Background: an optimization exercise with open tools, aiming at small area. Do not read the settings as production practice. The RTL was checked by simulation tests, not by an equivalence proof against the original design. In this run the design's own scripts or RTL, not TritonCTS, make the clock network. The flow treats the clock pin as an ideal source. Dropping or thinning the clock tree relies on that and would not hold on a real chip. Power and IR drop assume default switching activity.

$ cat design/flow/config.mk
export PLATFORM = sky130hd
export DESIGN_NAME = top
export DESIGN_NICKNAME = top
export VERILOG_FILES = /design/flow/design.v
export SDC_FILE = /design/flow/constraint.sdc
export NUM_CORES = 4
export LEC_CHECK = 0
export CAP_MARGIN = 20
export CORE_MARGIN = 2
export CORE_UTILIZATION = 80
export SLEW_MARGIN = 20
$ cat design/flow/constraint.sdc
create_clock -name core_clock -period 10.0 [get_ports {clk_27mhz}]
set_input_delay 2.0000 -clock core_clock [delete_from_list [all_inputs] [get_ports {clk_27mhz}]]
set_output_delay 2.0000 -clock core_clock [all_outputs]
set_load 0.01 [all_outputs]
$ cat design/flow/design.v
module top (
    input  logic clk_27mhz,
    input  logic reset_n,
    output logic [3:0] keypad_cols,
    input  logic [3:0] keypad_rows,
    input  logic btn_div,
    input  logic btn_quot,
    input  logic btn_rem,
    input  logic btn_clear,
    output logic [7:0] segmentos_out,
    output logic [3:0] anodos_out
);
    localparam int          SN      = 12;
    localparam logic [SN-1:0] SC_TAPS = 12'd2179;
    localparam logic [SN-1:0] SC_X    = 12'd1634;
    localparam logic [SN-1:0] SC_S0   = 12'd3268;
    logic          sc_pressed;
    logic [SN-1:0] sc_t;
    logic [1:0]    col;    
    wire any_row_low = ~&keypad_rows;
    wire sc_end = (sc_t == SC_X);
    wire sc_fb  = (^(sc_t & SC_TAPS)) ^ sc_end;
    always_ff @(posedge clk_27mhz or negedge reset_n) begin
        if (!reset_n) begin
            sc_pressed <= 1'b0;
            sc_t       <= SC_S0;
            col        <= '0;
        end else if (!sc_pressed) begin
            sc_t <= {sc_t[SN-2:0], sc_fb};
            if (sc_end) col <= {col[0], ~col[1]};
            if (any_row_low) sc_pressed <= 1'b1;
        end else if (!any_row_low) begin
            sc_pressed <= 1'b0;
        end
    end
    always_comb begin
        case (col)
            2'b00:   keypad_cols = 4'b1110;
            2'b01:   keypad_cols = 4'b1101;
            2'b11:   keypad_cols = 4'b1011;
            default: keypad_cols = 4'b0111;
        endcase
    end
    localparam int          DN      = 20;
    localparam logic [DN-1:0] DB_TAPS = 20'd524292;
    localparam logic [DN-1:0] DB_L    = 20'd0;
    localparam logic [DN-1:0] DB_T    = 20'd380236;
    logic          db_wait, db_level;
    logic [DN-1:0] db_q;
    wire db_diff = sc_pressed ^ db_level;
    wire db_done = (db_q == DB_T);
    wire tick    = db_wait & db_diff & db_done;
    always_ff @(posedge clk_27mhz or negedge reset_n) begin
        if (!reset_n) begin
            db_wait  <= 1'b0;
            db_level <= 1'b0;
        end else begin
            db_wait  <= db_diff & ~(db_wait & db_done);
            if (tick) db_level <= sc_pressed;
        end
    end
    always_ff @(posedge clk_27mhz) begin
        if (db_wait) db_q <= {~db_q[DN-2:0], ^(db_q & DB_TAPS)};
        else         db_q <= DB_L;
    end
    wire [3:0] rl = ~keypad_rows;
    wire       cur_valid = (rl == 4'b0001) | (rl == 4'b0010) | (rl == 4'b0100) | (rl == 4'b1000);
    wire [1:0] ri = {rl[2] | rl[3], rl[1] | rl[3]};
    logic [3:0] cur_val;
    always_comb begin
        case ({col, ri})
            4'b00_00: cur_val = 4'h1;
            4'b00_01: cur_val = 4'h4;
            4'b00_10: cur_val = 4'h7;
            4'b00_11: cur_val = 4'hE;
            4'b01_00: cur_val = 4'h2;
            4'b01_01: cur_val = 4'h5;
            4'b01_10: cur_val = 4'h8;
            4'b01_11: cur_val = 4'h0;
            4'b11_00: cur_val = 4'h3;
            4'b11_01: cur_val = 4'h6;
            4'b11_10: cur_val = 4'h9;
            4'b11_11: cur_val = 4'hF;
            4'b10_00: cur_val = 4'hA;
            4'b10_01: cur_val = 4'hB;
            4'b10_10: cur_val = 4'hC;
            default:  cur_val = 4'hD;
        endcase
    end
    logic       key_valid;
    logic [3:0] key_val;
    always_ff @(posedge clk_27mhz) begin
        if (!sc_pressed && (!db_level || tick)) begin
            key_valid <= cur_valid;
            key_val   <= cur_val;
        end
    end
    wire       kd = tick & db_level & key_valid;
    wire [3:0] dv = key_val;
    logic [2:0] s_div, s_quot, s_rem, s_clr;
    logic       e_div, e_quot, e_rem, e_clr;
    always_ff @(posedge clk_27mhz or negedge reset_n) begin
        if (!reset_n) begin
            s_div <= 3'b111;  s_quot <= 3'b111;  s_rem <= 3'b111;  s_clr <= 3'b111;
            e_div <= 1'b0;    e_quot <= 1'b0;    e_rem <= 1'b0;    e_clr <= 1'b0;
        end else begin
            s_div  <= {s_div[1:0],  btn_div};
            s_quot <= {s_quot[1:0], btn_quot};
            s_rem  <= {s_rem[1:0],  btn_rem};
            s_clr  <= {s_clr[1:0],  btn_clear};
            e_div  <= s_div[2]  & ~s_div[1];
            e_quot <= s_quot[2] & ~s_quot[1];
            e_rem  <= s_rem[2]  & ~s_rem[1];
            e_clr  <= s_clr[2]  & ~s_clr[1];
        end
    end
    wire opd = e_div;
    wire opq = e_quot;
    wire opr = e_rem;
    wire opc = e_clr;
    typedef enum logic [2:0] {
        IDLE = 3'd0, SHOW_E = 3'd1, NUM1 = 3'd2, NUM2 = 3'd3,
        SHOW_Q = 3'd4, SHOW_R = 3'd5, CALC_Q = 3'd6, CALC_R = 3'd7
    } state_t;
    state_t st;
    logic [15:0] sr;
    logic [7:0]  dvs;       
    logic        n1z, n2z;  
    logic [3:0]  dc;
    localparam logic [3:0] DC_ERR = 4'hF;
    wire       busy  = (dc != 4'd0) && (dc != DC_ERR);
    wire       step  = busy && (dc != 4'b1000);
    wire [7:0] num1v = n1z ? 8'h00 : sr[7:0];
    wire [7:0] num2v = n2z ? 8'h00 : sr[15:8];
    wire       start = (st == NUM2) && !opc && !kd && (opq || opr);
    wire       w1    = (st == NUM1) && kd;
    wire       w2    = (st == NUM2) && kd;
    logic [8:0] diff;
    always_comb begin
        logic b;
        b = 1'b0;
        for (int i = 0; i < 8; i++) begin
            diff[i] = sr[7+i] ^ dvs[i] ^ b;
            b = (~sr[7+i] & dvs[i]) | (~(sr[7+i] ^ dvs[i]) & b);
        end
        diff[8] = b;
    end
    wire       ld    = start && !busy;
    always_ff @(posedge clk_27mhz or negedge reset_n) begin
        if (!reset_n) begin
            st <= IDLE;
            dc <= 4'd0;
        end else begin
            if (ld) dc <= {3'b111, num2v == 8'h00};
            else    dc <= {dc[2:0], dc[3] & dc[2]};
            if (opc) st <= IDLE;
            else case (st)
                IDLE:   if (kd) st <= NUM1;
                NUM1:   if (!kd && opd) st <= NUM2;
                NUM2:   if (start) st <= opq ? CALC_Q : CALC_R;
                CALC_Q, CALC_R:
                        if (!busy) st <= (dc == DC_ERR) ? SHOW_E :
                                         (st == CALC_Q) ? SHOW_Q : SHOW_R;
                SHOW_Q: if (opr) st <= SHOW_R; else if (opd) st <= NUM1;
                SHOW_R: if (opq) st <= SHOW_Q; else if (opd) st <= NUM1;
                SHOW_E: if (opd) st <= NUM1;
                default: st <= IDLE;
            endcase
        end
    end
    always_ff @(posedge clk_27mhz) begin
        if (ld || step || w2)
            sr[15:8] <= ({8{step}} & (diff[8] ? sr[14:7] : diff[7:0])) |
                        ({8{w2}} & {num2v[3:0], dv});
        if (ld) dvs <= sr[15:8];
        if (step || w1 || (ld && n1z))
            sr[7:0] <= ({8{step}} & {sr[6:0], ~diff[8]}) |
                       ({8{w1}} & {num1v[3:0], dv});
        if (st != NUM1 && st != NUM2) n1z <= 1'b1;
        else if (w1)                  n1z <= 1'b0;
        if (st != NUM2) n2z <= 1'b1;
        else if (w2)    n2z <= 1'b0;
    end
    localparam int          RL      = 12;
    localparam logic [RL-1:0] RF_TAPS = 12'd2179;
    logic [RL-1:0] rf_t;
    logic [1:0]    dsel;   
    wire rf_end = (rf_t == '0);
    wire rf_fb  = (^(rf_t & RF_TAPS)) ^ (rf_t[RL-2:0] == '0);
    always_ff @(posedge clk_27mhz or negedge reset_n) begin
        if (!reset_n) begin
            rf_t <= RL'(1);
            dsel <= 2'd0;
        end else begin
            rf_t <= {rf_t[RL-2:0], rf_fb};
            if (rf_end) dsel <= {dsel[0], ~dsel[1]};
        end
    end
    wire dig_hi = dsel[1] &  dsel[0];    
    wire dig_lo = dsel[1] & ~dsel[0];    
    wire show1  = ((st == NUM1) & ~n1z) | (st == SHOW_Q);
    wire showr  = ((st == NUM2) & ~n2z) | (st == SHOW_R);
    wire calc   = (st == CALC_Q) | (st == CALC_R);
    wire err    = (st == SHOW_E);
    wire [3:0] digit = ({4{show1 & dig_lo}} & sr[3:0])   | ({4{show1 & dig_hi}} & sr[7:4])   |
                       ({4{showr & dig_lo}} & sr[11:8])  | ({4{showr & dig_hi}} & sr[15:12]) |
                       {calc | err, calc | err, err, calc};
    always_comb begin
        case (digit)
            4'h0: segmentos_out[6:0] = 7'b0111111;
            4'h1: segmentos_out[6:0] = 7'b0000110;
            4'h2: segmentos_out[6:0] = 7'b1011011;
            4'h3: segmentos_out[6:0] = 7'b1001111;
            4'h4: segmentos_out[6:0] = 7'b1100110;
            4'h5: segmentos_out[6:0] = 7'b1101101;
            4'h6: segmentos_out[6:0] = 7'b1111101;
            4'h7: segmentos_out[6:0] = 7'b0000111;
            4'h8: segmentos_out[6:0] = 7'b1111111;
            4'h9: segmentos_out[6:0] = 7'b1101111;
            4'hA: segmentos_out[6:0] = 7'b1110111;
            4'hB: segmentos_out[6:0] = 7'b1111100;
            4'hC: segmentos_out[6:0] = 7'b0111001;
            4'hD: segmentos_out[6:0] = 7'b1011110;
            4'hE: segmentos_out[6:0] = 7'b1111001;
            default: segmentos_out[6:0] = 7'b1110001;
        endcase
        segmentos_out[7] = (dsel == 2'b01);
    end
    always_comb begin
        case (dsel)
            2'b00:   anodos_out = 4'b0001;
            2'b01:   anodos_out = 4'b0010;
            2'b11:   anodos_out = 4'b0100;
            default: anodos_out = 4'b1000;
        endcase
    end
endmodule
$ cat design/flow/flow/run.sh
#!/bin/bash
# Layout flow: the standard synthesis, its combinational logic re-mapped by
# ABC for area (eight runs, four at a time, the smallest kept; flip-flops
# untouched; the result checked equivalent to the standard netlist), then
# the standard ORFS floorplan-to-finish with small port buffers and a
# hand-built clock tree.
set -euo pipefail
HERE=$(pwd)
R=$HERE/orfs/results/$FLOW_PLATFORM/top/base
LIB=$FLOW_HOME/platforms/sky130hd/lib/sky130_fd_sc_hd__tt_025C_1v80.lib

bash standard.sh synth > log_1_synth.txt 2>&1
cp "$R/1_2_yosys.v" "$HERE/synth_std.v"

subst() {  # subst template output run-tag
  sed -e "s|@LIB@|$LIB|g" -e "s|@IN@|$HERE/synth_std.v|g" -e "s|@OUT@|$HERE/synth_area_$3.v|g" \
      -e "s|@ABC@|$HERE/flow/area$3.abc|g" -e "s|@STAT@|$HERE/synth_area_stat_$3.txt|g" \
      -e "s|@HERE@|$HERE|g" "$1" > "$2"
}
RUNS="0 1 2 3 4 5 6 7"
for batch in "0 1 2 3" "4 5 6 7"; do
  pids=()
  for k in $batch; do
    subst flow/reabc.ys "$HERE/reabc_$k.ys" $k
    yosys -s "$HERE/reabc_$k.ys" > "log_2_reabc_$k.txt" 2>&1 &
    pids+=($!)
  done
  for p in "${pids[@]}"; do wait "$p" || true; done
done
best=""; besta=""
for k in $RUNS; do
  a=$(grep "Chip area for module" "$HERE/synth_area_stat_$k.txt" 2>/dev/null | awk '{print $NF}' || true)
  [ -n "$a" ] || continue
  echo "run $k: $a" >> reabc_areas.txt
  if [ -z "$besta" ] || awk "BEGIN{exit !($a < $besta)}"; then best=$k; besta=$a; fi
done
ok=0
if [ -n "$best" ]; then
  cp "$HERE/synth_area_$best.v" "$HERE/synth_area.v"
  sed -e "s|@LIB@|$LIB|g" -e "s|@OUT@|$HERE/synth_area.v|g" flow/check.ys > "$HERE/check.ys"
  sed -e "s|@LIB@|$LIB|g" -e "s|@HERE@|$HERE|g" flow/equiv.ys > "$HERE/equiv.ys"
  if yosys -s "$HERE/check.ys" > log_3_check.txt 2>&1 &&
     python3 flow/cutff.py "$HERE/synth_std.v" "$HERE/cut_std.v" 2> log_4_cut.txt &&
     python3 flow/cutff.py "$HERE/synth_area.v" "$HERE/cut_area.v" 2>> log_4_cut.txt &&
     yosys -s "$HERE/equiv.ys" > log_5_equiv.txt 2>&1; then
    ok=1
  fi
fi
if [ $ok = 1 ]; then
  echo "using the re-mapped netlist of run $best ($besta um2)" > netlist_choice.txt
  cp "$HERE/synth_area.v" "$R/1_2_yosys.v"
  rm -f "$R/1_synth.odb" "$R/1_synth.sdc"
else
  echo "re-mapping failed; using the standard netlist" > netlist_choice.txt
fi

# Placement with small port buffers, then a clock tree of four buffers
# driven by the clock port (one per cluster of flip-flops), then the rest.
bash standard.sh "BUFFER_PORTS_ARGS=-buffer_cell sky130_fd_sc_hd__buf_1" place > log_6_place.txt 2>&1
IN_ODB=$R/3_place.odb IN_SDC=$R/3_place.sdc OUT_ODB=$R/4_1_cts.odb OUT_SDC=$R/4_cts.sdc \
  NB=4 BUF=sky130_fd_sc_hd__clkbuf_16 openroad -no_init -exit flow/mcts.tcl > log_7_cts.txt 2>&1
bash standard.sh "BUFFER_PORTS_ARGS=-buffer_cell sky130_fd_sc_hd__buf_1" finish > log_8_finish.txt 2>&1
$ cat design/flow/flow/area0.abc
strash
&get -n
&deepsyn -T 20 -S 0
&put
dch -f
amap
topo
strash
dch -f
amap
topo
strash
dch -f
amap
$ cat design/flow/flow/area1.abc
strash
&get -n
&deepsyn -T 20 -S 1
&put
dch -f
amap
topo
strash
dch -f
amap
topo
strash
dch -f
amap
$ cat design/flow/flow/area2.abc
strash
&get -n
&deepsyn -T 20 -S 2
&put
dch -f
amap
topo
strash
dch -f
amap
topo
strash
dch -f
amap
$ cat design/flow/flow/area3.abc
strash
&get -n
&deepsyn -T 20 -S 3
&put
dch -f
amap
topo
strash
dch -f
amap
topo
strash
dch -f
amap
$ cat design/flow/flow/area4.abc
strash
&get -n
&deepsyn -T 20 -S 4
&put
dch -f
amap
topo
strash
dch -f
amap
topo
strash
dch -f
amap
$ cat design/flow/flow/area5.abc
strash
&get -n
&deepsyn -T 20 -S 5
&put
dch -f
amap
topo
strash
dch -f
amap
topo
strash
dch -f
amap
$ cat design/flow/flow/area6.abc
strash
&get -n
&deepsyn -T 20 -S 6
&put
dch -f
amap
topo
strash
dch -f
amap
topo
strash
dch -f
amap
$ cat design/flow/flow/area7.abc
strash
&get -n
&deepsyn -T 20 -S 7
&put
dch -f
amap
topo
strash
dch -f
amap
topo
strash
dch -f
amap
$ cat design/flow/flow/check.ys
read_liberty -lib @LIB@
read_verilog @OUT@
hierarchy -top top
check -assert -mapped
$ cat design/flow/flow/cutff.py
#!/usr/bin/env python3
"""Cut the flip-flops out of a yosys-written netlist: each flip-flop's output
becomes an input port and each of its other pins' nets an output port, named
after the flip-flop instance. Used to compare two netlists combinationally.
usage: cutff.py in.v out.v"""
import re, sys
src = open(sys.argv[1]).read()
inst_re = re.compile(r'^\s*(sky130_fd_sc_hd__(?:df|edf|sdf|dl)\w*)\s+(\\\S+|\w+)\s*\((.*?)\);\s*$', re.S | re.M)
pin_re = re.compile(r'\.(\w+)\s*\(\s*(.*?)\s*\)\s*(?:,|$)', re.S)
ports, decls, assigns = [], [], []
n = 0
def repl(m):
    global n
    cell, name, body = m.group(1), m.group(2), m.group(3)
    key = re.sub(r'[^A-Za-z0-9_]', '_', name.lstrip('\\'))
    n += 1
    for pin, net in pin_re.findall(body):
        if pin == 'CLK': continue
        p = 'ff_%s__%s' % (key, pin)
        if pin in ('Q', 'Q_N'):
            decls.append('  input %s;' % p); assigns.append('  assign %s = %s ;' % (net, p))
        else:
            decls.append('  output %s;' % p); assigns.append('  assign %s = %s ;' % (p, net))
        ports.append(p)
    return ''
out = inst_re.sub(repl, src)
# add ports to the module header
m = re.search(r'module\s+top\s*\((.*?)\);', out, re.S)
hdr = m.group(1).strip()
out = out[:m.start(1)] + hdr + ', ' + ', '.join(ports) + out[m.end(1):]
out = out.replace('endmodule', '\n'.join(decls + assigns) + '\nendmodule', 1)
open(sys.argv[2], 'w').write(out)
print('cut %d flip-flops' % n, file=sys.stderr)
$ cat design/flow/flow/equiv.ys
# The re-mapped netlist must equal the standard one: both with their
# flip-flops cut out (paired by instance name), compared combinationally.
read_liberty -ignore_miss_func @LIB@
read_verilog @HERE@/cut_std.v
rename top gold
read_verilog @HERE@/cut_area.v
rename top gate
miter -equiv -flatten -make_assert gold gate m
hierarchy -top m
sat -verify -prove-asserts m
$ cat design/flow/flow/mcts.tcl
# Manual clock tree: the clock port drives NB clock buffers directly, each
# feeding the clock pins of one cluster of flip-flops (k-means on position).
# usage: env IN_ODB IN_SDC OUT_ODB OUT_SDC NB BUF
set P $::env(FLOW_HOME)/platforms/sky130hd
read_lef $P/lef/sky130_fd_sc_hd.tlef
read_lef $P/lef/sky130_fd_sc_hd_merged.lef
read_liberty $P/lib/sky130_fd_sc_hd__tt_025C_1v80.lib
read_db $::env(IN_ODB)
read_sdc $::env(IN_SDC)
source $P/setRC.tcl
set block [ord::get_db_block]
set nb $::env(NB)
set bufm [[ord::get_db] findMaster $::env(BUF)]
set clkport [$block findBTerm clk_27mhz]
set clknet [$clkport getNet]
# sinks: the flip-flop clock pins on the clock net
set sinks {}
foreach it [$clknet getITerms] {
  set inst [$it getInst]
  set bb [$inst getBBox]
  lappend sinks [list $it [expr {([$bb xMin]+[$bb xMax])/2.0}] [expr {([$bb yMin]+[$bb yMax])/2.0}]]
}
puts "sinks: [llength $sinks]"
# k-means, initialised from sinks sorted by angle around the centre
set cx 0; set cy 0
foreach s $sinks { set cx [expr {$cx + [lindex $s 1]}]; set cy [expr {$cy + [lindex $s 2]}] }
set cx [expr {$cx / [llength $sinks]}]; set cy [expr {$cy / [llength $sinks]}]
set sorted [lsort -real -index 3 [lmap s $sinks {concat $s [expr {atan2([lindex $s 2]-$cy, [lindex $s 1]-$cx)}]}]]
set n [llength $sorted]
set cent {}
for {set k 0} {$k < $nb} {incr k} {
  set s [lindex $sorted [expr {int(($k + 0.5) * $n / $nb)}]]
  lappend cent [list [lindex $s 1] [lindex $s 2]]
}
# balanced assignment: each cluster takes at most ceil(n/nb) sinks
set cap [expr {int(ceil(double($n) / $nb))}]
for {set iter 0} {$iter < 30} {incr iter} {
  set pairs {}
  foreach s $sinks {
    for {set k 0} {$k < $nb} {incr k} {
      set c [lindex $cent $k]
      lappend pairs [list [expr {abs([lindex $s 1]-[lindex $c 0]) + abs([lindex $s 2]-[lindex $c 1])}] $k [lindex $s 0] [lindex $s 1] [lindex $s 2]]
    }
  }
  set pairs [lsort -real -index 0 $pairs]
  array unset asg; array unset cnt
  for {set k 0} {$k < $nb} {incr k} { set cnt($k) 0 }
  foreach p $pairs {
    set it [lindex $p 2]
    if {[info exists asg($it)]} continue
    set k [lindex $p 1]
    if {$cnt($k) >= $cap} continue
    set asg($it) [list $k [lindex $p 3] [lindex $p 4]]
    incr cnt($k)
  }
  set newc {}
  for {set k 0} {$k < $nb} {incr k} { set sx($k) 0; set sy($k) 0 }
  foreach it [array names asg] {
    lassign $asg($it) k x y
    set sx($k) [expr {$sx($k)+$x}]; set sy($k) [expr {$sy($k)+$y}]
  }
  for {set k 0} {$k < $nb} {incr k} {
    lappend newc [list [expr {$sx($k)/max(1,$cnt($k))}] [expr {$sy($k)/max(1,$cnt($k))}]]
  }
  set cent $newc
}
# build the tree
for {set k 0} {$k < $nb} {incr k} {
  set inst [odb::dbInst_create $block $bufm "clkbuf_m_$k"]
  set c [lindex $cent $k]
  $inst setLocation [expr {int([lindex $c 0])}] [expr {int([lindex $c 1])}]
  $inst setPlacementStatus PLACED
  set net [odb::dbNet_create $block "clknet_m_$k"]
  $net setSigType CLOCK
  [$inst findITerm A] connect $clknet
  [$inst findITerm X] connect $net
  set bnet($k) $net
  puts "cluster $k: $cnt($k) sinks at $c"
}
foreach it [array names asg] {
  set k [lindex $asg($it) 0]
  $it disconnect
  $it connect $bnet($k)
}
detailed_placement
check_placement -verbose
set_propagated_clock [all_clocks]
estimate_parasitics -placement
report_clock_skew
report_check_types -max_slew -max_capacitance -violators
write_db $::env(OUT_ODB)
write_sdc -no_timestamp $::env(OUT_SDC)
$ cat design/flow/flow/reabc.ys
# Re-map the combinational logic of the standard synthesis for area.
# The flip-flops (instances, names and cell types) are kept as they are.
read_liberty -ignore_miss_func @LIB@
read_verilog -sv @IN@
hierarchy -top top
setattr -mod -set keep_hierarchy 1 sky130_fd_sc_hd__df* sky130_fd_sc_hd__edf*
flatten
rename -hide w:*.*
opt_clean -purge
abc -liberty @LIB@ -dont_use sky130_fd_sc_hd__lpflow_bleeder_1 -dont_use sky130_fd_sc_hd__lpflow_clkbufkapwr_1 -dont_use sky130_fd_sc_hd__lpflow_clkbufkapwr_16 -dont_use sky130_fd_sc_hd__lpflow_clkbufkapwr_2 -dont_use sky130_fd_sc_hd__lpflow_clkbufkapwr_4 -dont_use sky130_fd_sc_hd__lpflow_clkbufkapwr_8 -dont_use sky130_fd_sc_hd__lpflow_clkinvkapwr_1 -dont_use sky130_fd_sc_hd__lpflow_clkinvkapwr_16 -dont_use sky130_fd_sc_hd__lpflow_clkinvkapwr_2 -dont_use sky130_fd_sc_hd__lpflow_clkinvkapwr_4 -dont_use sky130_fd_sc_hd__lpflow_clkinvkapwr_8 -dont_use sky130_fd_sc_hd__lpflow_decapkapwr_12 -dont_use sky130_fd_sc_hd__lpflow_decapkapwr_3 -dont_use sky130_fd_sc_hd__lpflow_decapkapwr_4 -dont_use sky130_fd_sc_hd__lpflow_decapkapwr_6 -dont_use sky130_fd_sc_hd__lpflow_decapkapwr_8 -dont_use sky130_fd_sc_hd__lpflow_inputiso0n_1 -dont_use sky130_fd_sc_hd__lpflow_inputiso0p_1 -dont_use sky130_fd_sc_hd__lpflow_inputiso1n_1 -dont_use sky130_fd_sc_hd__lpflow_inputiso1p_1 -dont_use sky130_fd_sc_hd__lpflow_inputisolatch_1 -dont_use sky130_fd_sc_hd__lpflow_isobufsrc_1 -dont_use sky130_fd_sc_hd__lpflow_isobufsrc_16 -dont_use sky130_fd_sc_hd__lpflow_isobufsrc_2 -dont_use sky130_fd_sc_hd__lpflow_isobufsrc_4 -dont_use sky130_fd_sc_hd__lpflow_isobufsrc_8 -dont_use sky130_fd_sc_hd__lpflow_isobufsrckapwr_16 -dont_use sky130_fd_sc_hd__lpflow_lsbuf_lh_hl_isowell_tap_1 -dont_use sky130_fd_sc_hd__lpflow_lsbuf_lh_hl_isowell_tap_2 -dont_use sky130_fd_sc_hd__lpflow_lsbuf_lh_hl_isowell_tap_4 -dont_use sky130_fd_sc_hd__lpflow_lsbuf_lh_isowell_4 -dont_use sky130_fd_sc_hd__lpflow_lsbuf_lh_isowell_tap_1 -dont_use sky130_fd_sc_hd__lpflow_lsbuf_lh_isowell_tap_2 -dont_use sky130_fd_sc_hd__lpflow_lsbuf_lh_isowell_tap_4 -dont_use sky130_fd_sc_hd__probe_p_8 -dont_use sky130_fd_sc_hd__probec_p_8  -script @ABC@
opt_clean -purge
setundef -zero
hilomap -singleton -hicell sky130_fd_sc_hd__conb_1 HI -locell sky130_fd_sc_hd__conb_1 LO
splitnets
opt_clean -purge
insbuf -buf sky130_fd_sc_hd__buf_4 A X
select top
tee -o @STAT@ stat -liberty @LIB@
write_verilog -noattr -nohex -nodec -selected @OUT@
$ cat design/flow/standard.sh
#!/bin/bash
# synth_recipe.tcl (not shown) runs the flow's synth.tcl, then flattens the netlist and writes it again
# the make line also repeats each setting of config.mk as NAME=value (left out here)
make -C /OpenROAD-flow-scripts/flow DESIGN_CONFIG=/design/flow/config.mk WORK_HOME=/design/flow/orfs CLKGATE_MAP_FILE= SYNTH_SCRIPT=/design/flow/synth_recipe.tcl "${@:-finish}"
==> results.txt <==
flip-flops by register name, summed over array words and instances, names as in the netlist, 4 cells and up:
signal and cells:
dc 4, sr 16, sc_t 12, key_val 4, dvs 8, db_q 20, rf_t 12
cell type report:
class | instances | area, µm² | share of cell area
Timing Repair Buffer | 28 | 118 | 0.0259
Multi-Input combinational cell | 264 | 1340 | 0.295
Tap cell | 70 | 87.6 | 0.0193
Inverter | 57 | 214 | 0.0471
Sequential cell | 105 | 2690 | 0.591
Buffer | 4 | 100 | 0.0220
power groups by stage:
stage | Clock (W) | Sequential (W) | Combinational, W
after floorplan | 0 | 0.000525 | 0.0000386
after global placement | 0 | 0.000532 | 0.0000485
after detailed placement | 0 | 0.000537 | 0.0000546
after global routing | 0.000188 | 0.000538 | 0.0000646
final | 0.000175 | 0.000532 | 0.0000573
through the flow:
stage | utilization | std cells | power [W]
2_1_floorplan | - | 427 | 0.000564
3_5_place_dp | 0.871 | 524 | 0.000591
3_3_place_gp | 0.871 | 524 | 0.000581
5_1_grt | 0.890 | 528 | 0.000791
6_report | 0.890 | 528 | 0.000764
critical path, delay by kind of cell, from the launching register on:
family / cells / cell delay [ps]
AOI/OAI and AO/OA: 5 / 780
buffers and inverters: 4 / 720
DFF: 1 / 410
and+or+nand+nor: 5 / 1230
routing by layer:
layer / part of all wire / GRT usage
met5: 0 / 0
met4: 0.040 / 0.124
met3: 0.062 / 0.0318
met2: 0.52 / 0.590
met1: 0.38 / 0.436
placed cells by master, fill, tap and decap left out, types with 4 or more instances in the layout:
cell	count
o22ai_1	19
dfstp_2	18
clkinv_1	57
dfxtp_1	22
nor2_1	85
o22a_1	9
a31oi_1	7
dfrtp_1	36
nand2_1	32
nor3_1	17
nor2b_1	9
a21oi_1	15
nand4_1	4
o21a_1	4
o21ai_0	30
buf_1	24
edfxtp_1	29
or2_0	4
clkbuf_16	4
how the worst min path moves through the flow:
stage	startpoint	depth (start not counted)	endpoint	slack (ps)
finish	s_quot[0]$_DFF_PN1_	0	s_quot[1]$_DFF_PN1_	360
floorplan	s_clr[0]$_DFF_PN1_	0	s_clr[1]$_DFF_PN1_	350
global route	s_clr[0]$_DFF_PN1_	0	s_clr[1]$_DFF_PN1_	360
detailed placement	s_clr[0]$_DFF_PN1_	0	s_clr[1]$_DFF_PN1_	350
global placement	s_div[0]$_DFF_PN1_	0	s_div[1]$_DFF_PN1_	350
==> run_results.csv <==
group,metric,value,unit
sta,setup_viol,0,
floorplan,die_w,76.9,µm
layout,fillers,226,
sta,fin_skew,9.72,ps
sta,layout_setup_ws,4710,ps
grt,grt_pass1_vias,3341,
detailed_routing,drc,0,
power_and_ir_drop,p_leak,1.62,nW
power_and_ir_drop,cell_internal_pwr,0.000592,W
detailed_routing,routedWlPerCell,17.9,µm
run_status,status,"complete, no violations",
grt,grtUsageTotal,0.335,
sta,fin_setup_tns,0,ps
power_and_ir_drop,ir_drop,0.201,mV
grt,grt_pass1_wl,15900,µm
power_and_ir_drop,pwr-share-seq,0.697,
placement,portBuffers,25,
layout,antenna_cells,0,
critical_path,slowest_stage,"dfrtp_1",
run,maxCapViolCount,0,
detailed_routing,drt_iter0_markers,343,
power_and_ir_drop,p_comb_frac,0.075,
detailed_routing,viasPerCell,6.44,
grt,antenna_found_initial,0,
placement,post-place-ws,5130,ps
power_and_ir_drop,switching_share,0.226,
sta,slew_viol_final,0,
layout,fin_area,4550,µm²
grt,grt_overflow,0,
power_and_ir_drop,clock_power_share,0.228,
critical_path,criticalPathCategory,"flip-flop to primary output",
detailed_routing,detail-route-antenna-nets,0,
sta,holdWs,360,ps
critical_path,rr_endpoint,"sr[2]$_DFFE_PP_",
floorplan,pin_count,26,
critical_path,path_max_fanout,7,
power_and_ir_drop,p_sw,0.000173,W
sta,final_hold_viol_count,0,
synth,postSynthCellCount,427,
detailed_routing,dr.pass1.iters,7,
power_and_ir_drop,powerDensity,168,nW/µm²
min_path,hp-class,"flip-flop to flip-flop",
synth,ys_warn_count,1,
critical_path,required,8000,ps
critical_path,critPathLaunchType,"flip-flop",
placement,dp_hpwl,6130,µm
sta,rsz0062_at_grt,"no",
detailed_routing,routed_wl,9440,µm
synth,synth.avg_cell_area,9.95,µm²
floorplan,start_util,0.832,
detailed_routing,vias,3402,
critical_path,path_cells,"clkinv_1 -> nor3_1 -> o21ai_0 -> or3_1 -> o22ai_1 -> a21oi_1 -> o221ai_1 -> clkinv_1 -> nor2_1 -> clkinv_1 -> nor2_1 -> nor2_1 -> o22a_1 -> buf_1",
critical_path,cp-endpoint,"segmentos_out[1]",
synth,syn_area,4250,µm²
floorplan,core_region_area,5110,µm²
sta,fin_crit_sh,0.529,
layout,num-nets-final,470,
floorplan,die_y,76.9,µm
layout,syn2layout_area_growth,7.01,%
placement,gp_congestion,0.858,
grt,grt_max_degree,55,
sta,fmax,189,MHz
critical_path,crit_start,"st[1]$_DFFE_PN0P_",
sta,tightest_slew,1070,ps
sta,fin_crit,5290,ps
floorplan,die_area,5910,µm²
floorplan,rows,26,
placement,placed_area,4450,µm²
synth,syn-num-nets,437,
critical_path,rr_worst_depth,7,
critical_path,critPathArrivalTime,3290,ps
clock_tree,clk_latency,160,ps
critical_path,r2r_slack,5660,ps
sta,slew_headroom,0.283,
critical_path,r2r_start,"sc_pressed$_DFF_PN0_",
clock_tree,cts.clk_slew.worst_paths,100,ps
critical_path,cp_slowest_stage_delay,410,ps
critical_path,worst_setup_path_end_kind,"primary output",
layout,drive_gt1_frac,0.0568,

==> separate check: timing with driven ports <==
In the flow no input, the clock included, has a driving cell. The finished layout below was timed again as built, in two steps. Step 1 (the two cells are an assumption about what drives the block):
set clk [get_ports {clk_27mhz}]
set_driving_cell -lib_cell sky130_fd_sc_hd__clkbuf_16 $clk
set_driving_cell -lib_cell sky130_fd_sc_hd__buf_2 [delete_from_list [all_inputs] $clk]
Step 2 moves the port delays by t, midway between the first and last clock arrival at a register: inputs arrive t later, outputs are due t later. That takes back most of the time a late clock gives input paths. Slacks: ideal / step 1 / step 2; pairs: ideal / step 1.
t (ns): 0.233
slack for setup (ns): 4.706 / 4.630 / 4.863
latest minus earliest clock arrival (ns): 0.010 / 0.010
slew at the worst register clock pin (ns): 0.10 / 0.10
worst slew at a driven data input, ns: 0.03
After both steps setup and hold are still met in this run. The setup slack of this run moves by -0.076 ns with the drivers and by +0.157 ns with both steps.
